Source: an optimization exercise on an open RTL-to-GDS flow (aim: small area, a short achievable clock period and few clock cycles per item). Production flows keep margins and buffers that such runs may drop. Power figures rest on the tool's default switching activity, not on a simulated workload.

==> flow/design.v <==
module rr_pick #(parameter n = 4) (
  input [n-1:0] req,
  input [n-1:0] prio,
  output logic [n-1:0] gnt
);
  integer k, d, j;
  logic path, clear;
  always_comb begin
    for (k = 0; k < n; k = k + 1) begin
      path = 1'b0;
      for (d = 0; d < n; d = d + 1) begin
        clear = prio[(k + n - d) % n];
        for (j = 1; j <= d; j = j + 1)
          clear = clear & ~req[(k + n - j) % n];
        path = path | clear;
      end
      gnt[k] = req[k] & path;
    end
  end
endmodule
module out_fifo #(parameter bits = 32) (
  input clk,
  input rst,
  input [2:0] ctr,
  input [6:0] ct1h,            
  input [bits-1:0] d0, d1, d2, d3,   
  input [3:0] sel,             
  input push,                  
  input pop,
  output [bits-1:0] dout,
  output reg pndng,
  output can_push_nxt          
);
  reg [bits-1:0] hd;           
  reg [bits-1:0] r [6:0];
  reg [6:0] v;                 
  reg [6:0] h;                 
  reg [2:0] oq [6:0];          
  reg [2:0] ow, orp;           
  reg [6:0] nph;               
  reg [2:0] cnt;               
  integer k;
  function automatic [2:0] inc7(input [2:0] x);
    inc7 = (x == 3'd6) ? 3'd0 : x + 3'd1;
  endfunction
  wire [bits-1:0] win = (d0 & {bits{sel[0]}}) | (d1 & {bits{sel[1]}}) |
                        (d2 & {bits{sel[2]}}) | (d3 & {bits{sel[3]}});
  wire do_pop = pop & pndng;
  wire adv = ~pndng | do_pop;            
  wire ring_any = (cnt != 3'd0);
  wire from_ring = adv & ring_any;
  wire to_ring = push;
  logic [bits-1:0] rd;
  always_comb begin
    rd = {bits{1'b0}};
    for (k = 0; k < 7; k = k + 1)
      rd = rd | (r[k] & {bits{h[k]}});
  end
  assign dout = hd;
  always @(posedge clk) begin
    if (from_ring) hd <= rd;
    r[0] <= to_ring ? win : r[6];
    for (k = 1; k < 7; k = k + 1) r[k] <= r[k-1];
  end
  logic [6:0] nxt_pos;
  integer c;
  always_comb
    for (k = 0; k < 7; k = k + 1) begin
      nxt_pos[k] = 1'b0;
      for (c = 0; c < 7; c = c + 1)
        nxt_pos[k] = nxt_pos[k] | (ct1h[c] & nph[(c + 7 - k) % 7]);
    end
  wire [2:0] orp2 = inc7(inc7(orp));
  always @(posedge clk)
    if (to_ring) oq[ow] <= ctr;
  wire new_old = to_ring & ((cnt == 3'd0) | ((cnt == 3'd1) & from_ring));
  wire [6:0] vp = v & ~(h & {7{from_ring}});
  assign can_push_nxt = ~vp[5];
  always @(posedge clk) begin
    if (new_old) h <= 7'd1;
    else if (from_ring) h <= nxt_pos;
    else h <= {h[5:0], h[6]};
    if (from_ring) nph <= (cnt >= 3'd3) ? 7'd1 << oq[orp2] : ct1h;
    else if (cnt < 3'd2) nph <= ct1h;
  end
  always @(posedge clk or posedge rst) begin
    if (rst) begin
      v <= 7'd0;
      ow <= 3'd0;
      orp <= 3'd0;
      cnt <= 3'd0;
      pndng <= 1'b0;
    end else begin
      v <= {vp[5:0], to_ring | vp[6]};
      if (to_ring) ow <= inc7(ow);
      if (from_ring) orp <= inc7(orp);
      cnt <= cnt + {2'd0, to_ring} - {2'd0, from_ring};
      pndng <= (pndng & ~do_pop) | ring_any;
    end
  end
endmodule
module router_bus_gnrtr #(parameter pck_sz = 40, parameter num_ntrfs=4, parameter broadcast = {8{1'b1}}, parameter fifo_depth=8,parameter id_c = 2,parameter id_r = 2,parameter columns= 4, parameter rows = 4)(
  input clk,
  input reset,
  input [num_ntrfs*pck_sz-1:0] data_out_i_in,
  input [num_ntrfs-1:0] pndng_i_in,
  input [num_ntrfs-1:0] pop,
  output [num_ntrfs-1:0] popin,
  output [num_ntrfs-1:0] pndng,
  output [num_ntrfs*pck_sz-1:0] data_out
);
  localparam pb = pck_sz - 8;     
  reg [pb-1:0] sd [0:3];    
  reg [3:0] sq [0:3];       
  reg [3:0] gr [0:3];       
  reg [3:0] psh;            
  reg [3:0] nacc;           
  reg [3:0] sld;            
  reg [3:0] lv;             
  reg [3:0] prio [0:3];     
  reg [2:0] ctr;            
  reg [6:0] ct1h;           
  logic [3:0] take;
  logic [3:0] sq_n [0:3];
  logic [3:0] req_n [0:3];   
  logic [3:0] gr_n [0:3];
  logic [3:0] room_n;        
  always @(posedge clk or posedge reset)
    if (reset) begin
      ctr <= 3'd0;
      ct1h <= 7'd1;
    end else begin
      ctr <= (ctr == 3'd6) ? 3'd0 : ctr + 3'd1;
      ct1h <= {ct1h[5:0], ct1h[6]};
    end
  genvar i, o;
  generate
    for (i = 0; i < 4; i = i + 1) begin : _in_
      wire [3:0] r = data_out_i_in[i*pck_sz + pb - 1 -: 4];
      wire [3:0] c = data_out_i_in[i*pck_sz + pb - 5 -: 4];
      wire m = data_out_i_in[i*pck_sz + pb - 9];
      wire rlt = r < id_r, rgt = r > id_r, clt = c < id_c, cgt = c > id_c;
      wire [3:0] fd;    
      assign fd[0] = m ? rlt : (!clt & !cgt & rlt);
      assign fd[2] = m ? rgt : (!clt & !cgt & rgt);
      assign fd[3] = m ? (!rlt & !rgt & clt) : clt;
      assign fd[1] = m ? (!rlt & !rgt & cgt) : cgt;
      assign take[i] = pndng_i_in[i] & ~nacc[i];
      assign popin[i] = take[i];
      always_comb begin
        if (take[i]) sq_n[i] = fd;
        else if (lv[i]) sq_n[i] = 4'd0;
        else sq_n[i] = sq[i];
      end
      always @(posedge clk)
        if (sld[i]) sd[i] <= data_out_i_in[i*pck_sz +: pb];
      wire lv_n = gr_n[0][i] | gr_n[1][i] | gr_n[2][i] | gr_n[3][i];
      always @(posedge clk or posedge reset)
        if (reset) begin
          sq[i] <= 4'd0;
          nacc[i] <= 1'b0;
          sld[i] <= 1'b1;
          lv[i] <= 1'b0;
        end else begin
          sq[i] <= sq_n[i];
          nacc[i] <= (sq_n[i] != 4'd0) & ~lv_n;
          sld[i] <= (sq_n[i] == 4'd0) | lv_n;
          lv[i] <= lv_n;
        end
    end
    for (o = 0; o < 4; o = o + 1) begin : _out_
      wire can_push_nxt;
      assign room_n[o] = can_push_nxt;
      always_comb begin
        for (int j = 0; j < 4; j = j + 1)
          req_n[o][j] = sq_n[j][o] & room_n[o];
      end
      rr_pick #(.n(4)) arb (.req(req_n[o]), .prio(prio[o]), .gnt(gr_n[o]));
      always @(posedge clk or posedge reset)
        if (reset) begin
          gr[o] <= 4'd0;
          psh[o] <= 1'b0;
          prio[o] <= 4'd1;
        end else begin
          gr[o] <= gr_n[o];
          psh[o] <= |gr_n[o];
          if (|gr_n[o]) prio[o] <= {gr_n[o][2:0], gr_n[o][3]};
        end
      if (o == 0) begin : _o0_
        logic [pb-4:0] dq;
        out_fifo #(.bits(pb-3)) fifo_out (
          .clk(clk), .rst(reset), .ctr(ctr), .ct1h(ct1h), .can_push_nxt(can_push_nxt),
          .d0({sd[0][pb-4], sd[0][pb-5:0]}), .d1({sd[1][pb-4], sd[1][pb-5:0]}),
          .d2({sd[2][pb-4], sd[2][pb-5:0]}), .d3({sd[3][pb-4], sd[3][pb-5:0]}), .sel(gr[o]), .push(psh[o]), .pop(pop[o]),
          .dout(dq), .pndng(pndng[o])
        );
        assign data_out[o*pck_sz +: pb] = {3'b000, dq};
      end else if (o == 3) begin : _o3_
        logic [pb-4:0] dq;
        out_fifo #(.bits(pb-3)) fifo_out (
          .clk(clk), .rst(reset), .ctr(ctr), .ct1h(ct1h), .can_push_nxt(can_push_nxt),
          .d0({sd[0][pb-1 -: 4], sd[0][pb-8:0]}), .d1({sd[1][pb-1 -: 4], sd[1][pb-8:0]}),
          .d2({sd[2][pb-1 -: 4], sd[2][pb-8:0]}), .d3({sd[3][pb-1 -: 4], sd[3][pb-8:0]}), .sel(gr[o]), .push(psh[o]), .pop(pop[o]),
          .dout(dq), .pndng(pndng[o])
        );
        assign data_out[o*pck_sz +: pb] = {dq[pb-4 -: 4], 3'b000, dq[pb-8:0]};
      end else begin : _o12_
        out_fifo #(.bits(pb)) fifo_out (
          .clk(clk), .rst(reset), .ctr(ctr), .ct1h(ct1h), .can_push_nxt(can_push_nxt),
          .d0(sd[0]), .d1(sd[1]), .d2(sd[2]), .d3(sd[3]), .sel(gr[o]), .push(psh[o]), .pop(pop[o]),
          .dout(data_out[o*pck_sz +: pb]), .pndng(pndng[o])
        );
      end
      assign data_out[o*pck_sz + pb +: 8] = 8'(o);
    end
  endgenerate
endmodule
clock: 5.0 ns
lec_check: 0
cap_margin: 20
core_margin: 2
core_utilization: 45
cts_cluster_diameter: 80
cts_cluster_size: 20
setup_slack_margin: 2.65
slew_margin: 20
standard.sh (not shown) runs the stock make flow with config.mk's settings and CLKGATE_MAP_FILE= SYNTH_SCRIPT=/design/flow/synth_recipe.tcl, a recipe that flattens the netlist after the stock synthesis.
==> flow/flow/run.sh <==
#!/bin/bash
set -euo pipefail
export BUFFER_PORTS_ARGS="-buffer_cell sky130_fd_sc_hd__buf_2"
bash standard.sh > flow_make.log 2>&1
==> next run, changes <==
--- a/flow/design.v
+++ b/flow/design.v
@@ -112,13 +112,12 @@
   localparam pb = pck_sz - 8;     
   reg [pb-1:0] sd [0:3];    
   reg [3:0] sq [0:3];       
   reg [3:0] gr [0:3];       
   reg [3:0] psh;            
   reg [3:0] nacc;           
-  reg [3:0] sld;            
   reg [3:0] lv;             
   reg [3:0] prio [0:3];     
   reg [2:0] ctr;            
   reg [6:0] ct1h;           
   logic [3:0] take;
   logic [3:0] sq_n [0:3];
@@ -150,24 +149,22 @@
       always_comb begin
         if (take[i]) sq_n[i] = fd;
         else if (lv[i]) sq_n[i] = 4'd0;
         else sq_n[i] = sq[i];
       end
       always @(posedge clk)
-        if (sld[i]) sd[i] <= data_out_i_in[i*pck_sz +: pb];
+        if (~nacc[i]) sd[i] <= data_out_i_in[i*pck_sz +: pb];
       wire lv_n = gr_n[0][i] | gr_n[1][i] | gr_n[2][i] | gr_n[3][i];
       always @(posedge clk or posedge reset)
         if (reset) begin
           sq[i] <= 4'd0;
           nacc[i] <= 1'b0;
-          sld[i] <= 1'b1;
           lv[i] <= 1'b0;
         end else begin
           sq[i] <= sq_n[i];
           nacc[i] <= (sq_n[i] != 4'd0) & ~lv_n;
-          sld[i] <= (sq_n[i] == 4'd0) | lv_n;
           lv[i] <= lv_n;
         end
     end
     for (o = 0; o < 4; o = o + 1) begin : _out_
       wire can_push_nxt;
       assign room_n[o] = can_push_nxt;
Synthesized cell count increases by 0.49%.
Non-clock buffer count grows by 24.
Utilization came out higher by 0.51 points.
Cell count is higher by 0.55%.
Sequential cell count came out lower by 4.
Power is higher by 10%.
Clock power rises by about 1%.
Setup slack improved by 0.088 ns.
Register-to-register slack improves by 0.05 ns.
Via count rose by 2.4%.
Function was not checked in any run of this note: the RTL went through the layout flow alone.

-- separate check: timing with driven ports --
The flow's constraints put no driver on any port. The routed layouts listed below were extracted and timed again, unchanged, in two steps.
Step 1: set_driving_cell puts a clkbuf_16 on clk and a buf_2 on each other input, an assumption about the parent block.
Step 2, shift: input delay + t, output delay - t, t = (earliest + latest rising clock arrival at the registers) / 2. This alone moves slack from input paths to output paths.
Three values: no drivers, after step 1, after step 2; two values: the first two.
run	shift t [ns]	setup slack, ns	worst setup path after step 2	cell pins on the clock port's net
the first run	0.740	2.362 / 2.407 / 1.666	input to register	1
the second run	0.746	2.450 / 2.479 / 1.734	input to register	1
After both steps setup and hold are still met in every run listed. The setup slack of the second run, which loses most, moves by +0.029 ns with the drivers and by -0.716 ns with both steps.
